From an optimization exercise on the open Yosys and OpenROAD flow, aimed at small area; shortcuts taken in it are not production practice. Function was checked by simulation only, so behaviour that the tests miss may differ from the original. The flow treats the clock pin as an ideal source. Dropping or thinning the clock tree relies on that and would not hold on a real chip. Power and IR drop assume default switching activity.

==> flow/design.v <==
`timescale 1ns / 1ps
module LC3(reset, clk, mem_addr, mem_wdata, mem_we, mem_rdata);
	input reset, clk;
	output [15:0] mem_addr, mem_wdata;
	output mem_we;
	input [15:0] mem_rdata;
	reg [3:0] ph;
	reg clr, p2;
	reg [15:0] irr;
	reg [15:0] pc, mdr;
	reg [15:0] r0, r1, r2, r3, r4, r5, r6, r7;
	reg f1, f0;	 
	reg cy;
	wire first = ~clr & ~p2 & (ph == 4'd0);
	wire [15:0] ir = {irr[15:4], 1'b0, irr[2:0]};
	wire [15:0] ire = first ? mem_rdata : ir;
	wire [3:0] op = ire[15:12];
	wire isADD = (op == 4'b0001);
	wire isAND = (op == 4'b0101);
	wire isNOT = (op == 4'b1001);
	wire isBR  = (op == 4'b0000);
	wire isLD  = (op == 4'b0010);
	wire isST  = (op == 4'b0011);
	wire isJSR = (op == 4'b0100);
	wire isJMP = (op == 4'b1100);
	wire isALU = isADD | isAND | isNOT;
	wire isMEM = isLD | isST;
	wire [7:0] tail = {r7[0], r6[0], r5[0], r4[0], r3[0], r2[0], r1[0], r0[0]};
	wire [2:0] sa = (isALU & ~p2) ? ire[2:0] : isMEM ? ire[11:9] : ire[8:6];
	wire a = tail[sa];
	wire ext = isALU ? (ph > 4'd4) : isJSR ? (ph > 4'd10) : (ph > 4'd8);
	wire sgn = isALU ? ir[4] : isJSR ? ir[10] : ir[8];
	wire obit = first ? mem_rdata[0] : ext ? sgn : mdr[0];
	wire alu2 = p2 & isALU;
	wire taken = (~f1 & f0 & ire[11]) | (f1 & ~f0 & ire[10]) | (f1 & f0 & ire[9]);
	wire x = (alu2 | isJMP | (p2 & isMEM)) ? a : pc[0];
	wire q = (p2 ? isJSR : ((isBR & taken) | isMEM)) & obit;
	wire y = alu2 ? mdr[0] : q;
	wire cin = (ph == 4'd0) ? ~(alu2 | isJMP | (p2 & isJSR)) : cy;
	wire sum = x ^ y ^ cin;
	wire ar = isADD ? sum : isAND ? (a & mdr[0]) : ~a;
	wire ldbit = (isLD & (ph == 4'd0)) ? mem_rdata[0] : mdr[0];
	wire wen = p2 ? (isMEM | isALU) : (isJSR | isMEM);
	wire [2:0] wsel = isJSR ? 3'd7 : ire[11:9];
	wire wbit = p2 ? (isALU ? ar : ldbit) : isJSR ? sum : pc[0];
	wire setcc = ~clr & p2 & (isLD | isALU);
	wire clearing = reset | clr;
	wire [7:0] wk;
	genvar k;
	generate for (k = 0; k < 8; k = k + 1) begin : wd
		assign wk[k] = wen & (wsel == k);
	end endgenerate
	wire [7:0] wkc = wk | {8{clearing}};
	wire wbc = wbit & ~clearing;
	wire [7:0] rin = (wkc & {8{wbc}}) | (~wkc & tail);
	wire pnew = ~clearing & (alu2 ? pc[0] : sum);
	wire cap = first | (p2 & isLD & (ph == 4'd0));
	wire sin = (~p2 & (isJSR | (isALU & ire[5]))) ? obit : a;
	always @(posedge clk) begin
		irr <= ire;
		r0 <= {rin[0], r0[15:1]};
		r1 <= {rin[1], r1[15:1]};
		r2 <= {rin[2], r2[15:1]};
		r3 <= {rin[3], r3[15:1]};
		r4 <= {rin[4], r4[15:1]};
		r5 <= {rin[5], r5[15:1]};
		r6 <= {rin[6], r6[15:1]};
		r7 <= {rin[7], r7[15:1]};
		pc <= {pnew, pc[15:1]};
		cy <= (x & y) | (x & cin) | (y & cin);
		mdr <= {sin, cap ? mem_rdata[15:1] : mdr[15:1]};
	end
	always @(posedge clk) begin
		if (reset) begin
			f1 <= 1'b0; f0 <= 1'b0;
		end else if (setcc) begin
			if (ph == 4'd15) begin
				f1 <= ~wbit;
				f0 <= wbit | ~f1;
			end else if (ph == 4'd0)
				f1 <= ~wbit;
			else
				f1 <= f1 & ~wbit;
		end
	end
	always @(posedge clk) begin
		if (reset) begin
			ph <= 4'd0; clr <= 1'b1; p2 <= 1'b0;
		end else begin
			ph <= ph + 4'd1;
			if (ph == 4'd15) begin
				clr <= 1'b0;
				p2 <= ~clr & ~p2 & (isMEM | isJSR | isALU);
			end
		end
	end
	assign mem_addr = pc;
	assign mem_wdata = mdr;
	assign mem_we = p2 & (ph == 4'd0) & isST;
endmodule
==> flow/config.mk <==
export PLATFORM = sky130hd
export DESIGN_NAME = LC3
export DESIGN_NICKNAME = LC3
export VERILOG_FILES = /design/flow/design.v
export SDC_FILE = /design/flow/constraint.sdc
export NUM_CORES = 4
export LEC_CHECK = 0
export ABC_AREA = 1
export CAP_MARGIN = 20
export CORE_MARGIN = 2
export CORE_UTILIZATION = 70
export CTS_BUF_LIST = sky130_fd_sc_hd__clkbuf_2 sky130_fd_sc_hd__clkbuf_4 sky130_fd_sc_hd__clkbuf_8
export SLEW_MARGIN = 20
==> flow/constraint.sdc <==
create_clock -name core_clock -period 7.0 [get_ports {clk}]
set_input_delay 1.4000 -clock core_clock [delete_from_list [all_inputs] [get_ports {clk}]]
set_output_delay 1.4000 -clock core_clock [all_outputs]
set_load 0.01 [all_outputs]
standard.sh (not shown) runs the stock make flow with config.mk's settings and CLKGATE_MAP_FILE= SYNTH_SCRIPT=/design/flow/synth_recipe.tcl, a recipe that flattens the netlist after the stock synthesis.
==> flow/flow/run.sh <==
#!/bin/bash
# The standard layout, with three changes:
#  - synthesis maps the logic with ABC's area-oriented amap (flow/abc_area.script) instead of
#    ORFS's area script; otherwise it is synth_recipe.tcl unchanged (same registers and names)
#  - the port buffers use the smallest buffer cell
#  - the clock tree is built by flow/cts_pre.tcl instead of TritonCTS
set -euo pipefail
here=$(pwd)
{
  echo "proc abc {args} { set i [lsearch \$args -script]; if {\$i >= 0} { lset args [expr {\$i+1}] $here/flow/abc_area.script }; yosys abc {*}\$args }"
  cat synth_recipe.tcl
} > own_synth.tcl
bash standard.sh "SYNTH_SCRIPT=$here/own_synth.tcl" "BUFFER_PORTS_ARGS=-buffer_cell sky130_fd_sc_hd__buf_1" "PRE_CTS_TCL=$here/flow/cts_pre.tcl" finish > standard_flow.log 2>&1
Other scripts of this flow, unchanged in this note and not shown: flow/flow/abc_area.script, flow/flow/clock_tree.tcl, flow/flow/cts_pre.tcl
The starting point ran to the end with no violations.
Next try:
--- a/flow/design.v
+++ b/flow/design.v
@@ -11,5 +11,5 @@
 	reg [15:0] r0, r1, r2, r3, r4, r5, r6, r7;
 	reg f1, f0;	 
-	reg cy;
+	reg ac, pcc;
 	wire first = ~clr & ~p2 & (ph == 4'd0);
 	wire [15:0] ir = {irr[15:4], 1'b0, irr[2:0]};
@@ -27,22 +27,24 @@
 	wire isMEM = isLD | isST;
 	wire [7:0] tail = {r7[0], r6[0], r5[0], r4[0], r3[0], r2[0], r1[0], r0[0]};
-	wire [2:0] sa = (isALU & ~p2) ? ire[2:0] : isMEM ? ire[11:9] : ire[8:6];
+	wire [2:0] sa = isMEM ? ire[11:9] : ire[8:6];
 	wire a = tail[sa];
+	wire rb = tail[ire[2:0]];
 	wire ext = isALU ? (ph > 4'd4) : isJSR ? (ph > 4'd10) : (ph > 4'd8);
 	wire sgn = isALU ? ir[4] : isJSR ? ir[10] : ir[8];
 	wire obit = first ? mem_rdata[0] : ext ? sgn : mdr[0];
-	wire alu2 = p2 & isALU;
+	wire b = ire[5] ? obit : rb;
+	wire acin = (ph == 4'd0) ? 1'b0 : ac;
+	wire asum = a ^ b ^ acin;
+	wire ar = isADD ? asum : isAND ? (a & b) : ~a;
 	wire taken = (~f1 & f0 & ire[11]) | (f1 & ~f0 & ire[10]) | (f1 & f0 & ire[9]);
-	wire x = (alu2 | isJMP | (p2 & isMEM)) ? a : pc[0];
+	wire pin = (isJMP | (p2 & isMEM)) ? a : pc[0];
 	wire q = (p2 ? isJSR : ((isBR & taken) | isMEM)) & obit;
-	wire y = alu2 ? mdr[0] : q;
-	wire cin = (ph == 4'd0) ? ~(alu2 | isJMP | (p2 & isJSR)) : cy;
-	wire sum = x ^ y ^ cin;
-	wire ar = isADD ? sum : isAND ? (a & mdr[0]) : ~a;
+	wire pcin = (ph == 4'd0) ? ~(isJMP | (p2 & isJSR)) : pcc;
+	wire psum = pin ^ q ^ pcin;
 	wire ldbit = (isLD & (ph == 4'd0)) ? mem_rdata[0] : mdr[0];
-	wire wen = p2 ? (isMEM | isALU) : (isJSR | isMEM);
+	wire wen = p2 ? isMEM : (isALU | isJSR | isMEM);
 	wire [2:0] wsel = isJSR ? 3'd7 : ire[11:9];
-	wire wbit = p2 ? (isALU ? ar : ldbit) : isJSR ? sum : pc[0];
-	wire setcc = ~clr & p2 & (isLD | isALU);
+	wire wbit = p2 ? ldbit : isJSR ? psum : isMEM ? pc[0] : ar;
+	wire setcc = ~clr & (p2 ? isLD : isALU);
 	wire clearing = reset | clr;
 	wire [7:0] wk;
@@ -54,7 +56,7 @@
 	wire wbc = wbit & ~clearing;
 	wire [7:0] rin = (wkc & {8{wbc}}) | (~wkc & tail);
-	wire pnew = ~clearing & (alu2 ? pc[0] : sum);
+	wire pnew = ~clearing & psum;
 	wire cap = first | (p2 & isLD & (ph == 4'd0));
-	wire sin = (~p2 & (isJSR | (isALU & ire[5]))) ? obit : a;
+	wire sin = (isJSR & ~p2) ? obit : a;
 	always @(posedge clk) begin
 		irr <= ire;
@@ -68,5 +70,6 @@
 		r7 <= {rin[7], r7[15:1]};
 		pc <= {pnew, pc[15:1]};
-		cy <= (x & y) | (x & cin) | (y & cin);
+		ac <= (a & b) | (a & acin) | (b & acin);
+		pcc <= (pin & q) | (pin & pcin) | (q & pcin);
 		mdr <= {sin, cap ? mem_rdata[15:1] : mdr[15:1]};
 	end
@@ -91,5 +94,5 @@
 			if (ph == 4'd15) begin
 				clr <= 1'b0;
-				p2 <= ~clr & ~p2 & (isMEM | isJSR | isALU);
+				p2 <= ~clr & ~p2 & (isMEM | isJSR);
 			end
 		end
Outcome: Setup slack got worse by 350 ps; sequential share of layout area hardly moves; total power is about the same; combinational power grows by about 3%; sequential power barely changes; synthesized cell count grows by 0.53%; final area grows by 0.53%; core utilization stays flat.
No run of this note takes its clock network from TritonCTS; it comes from the design's own scripts or RTL.

==> afterwards: timing with drivers on the ports <==
In the flow no input, the clock included, has a driving cell. The finished layouts below were timed again as built, in two steps.
Step 1: set_driving_cell puts a clkbuf_16 on clk and a buf_2 on each other input, an assumption about the parent block.
Step 2 times the ports against the registers' clock, not the clock port: input delays grow and output delays shrink by t, the midpoint of the rising clock arrivals with the driver on.
a / b / c = no drivers / after step 1 / after step 2; a / b = the first two.
run	shift t [ns]	setup WS [ns]	latest minus earliest clock arrival (ns)	worst data-port slew with drivers (ns)	cell pins on the clock port's net
the first run	0.431	0.703 / 0.703 / 0.703	0.015 / 0.016	0.04	1
the second run	0.426	0.351 / 0.351 / 0.351	0.013 / 0.013	0.04	1
After both steps setup and hold are still met in every run listed.
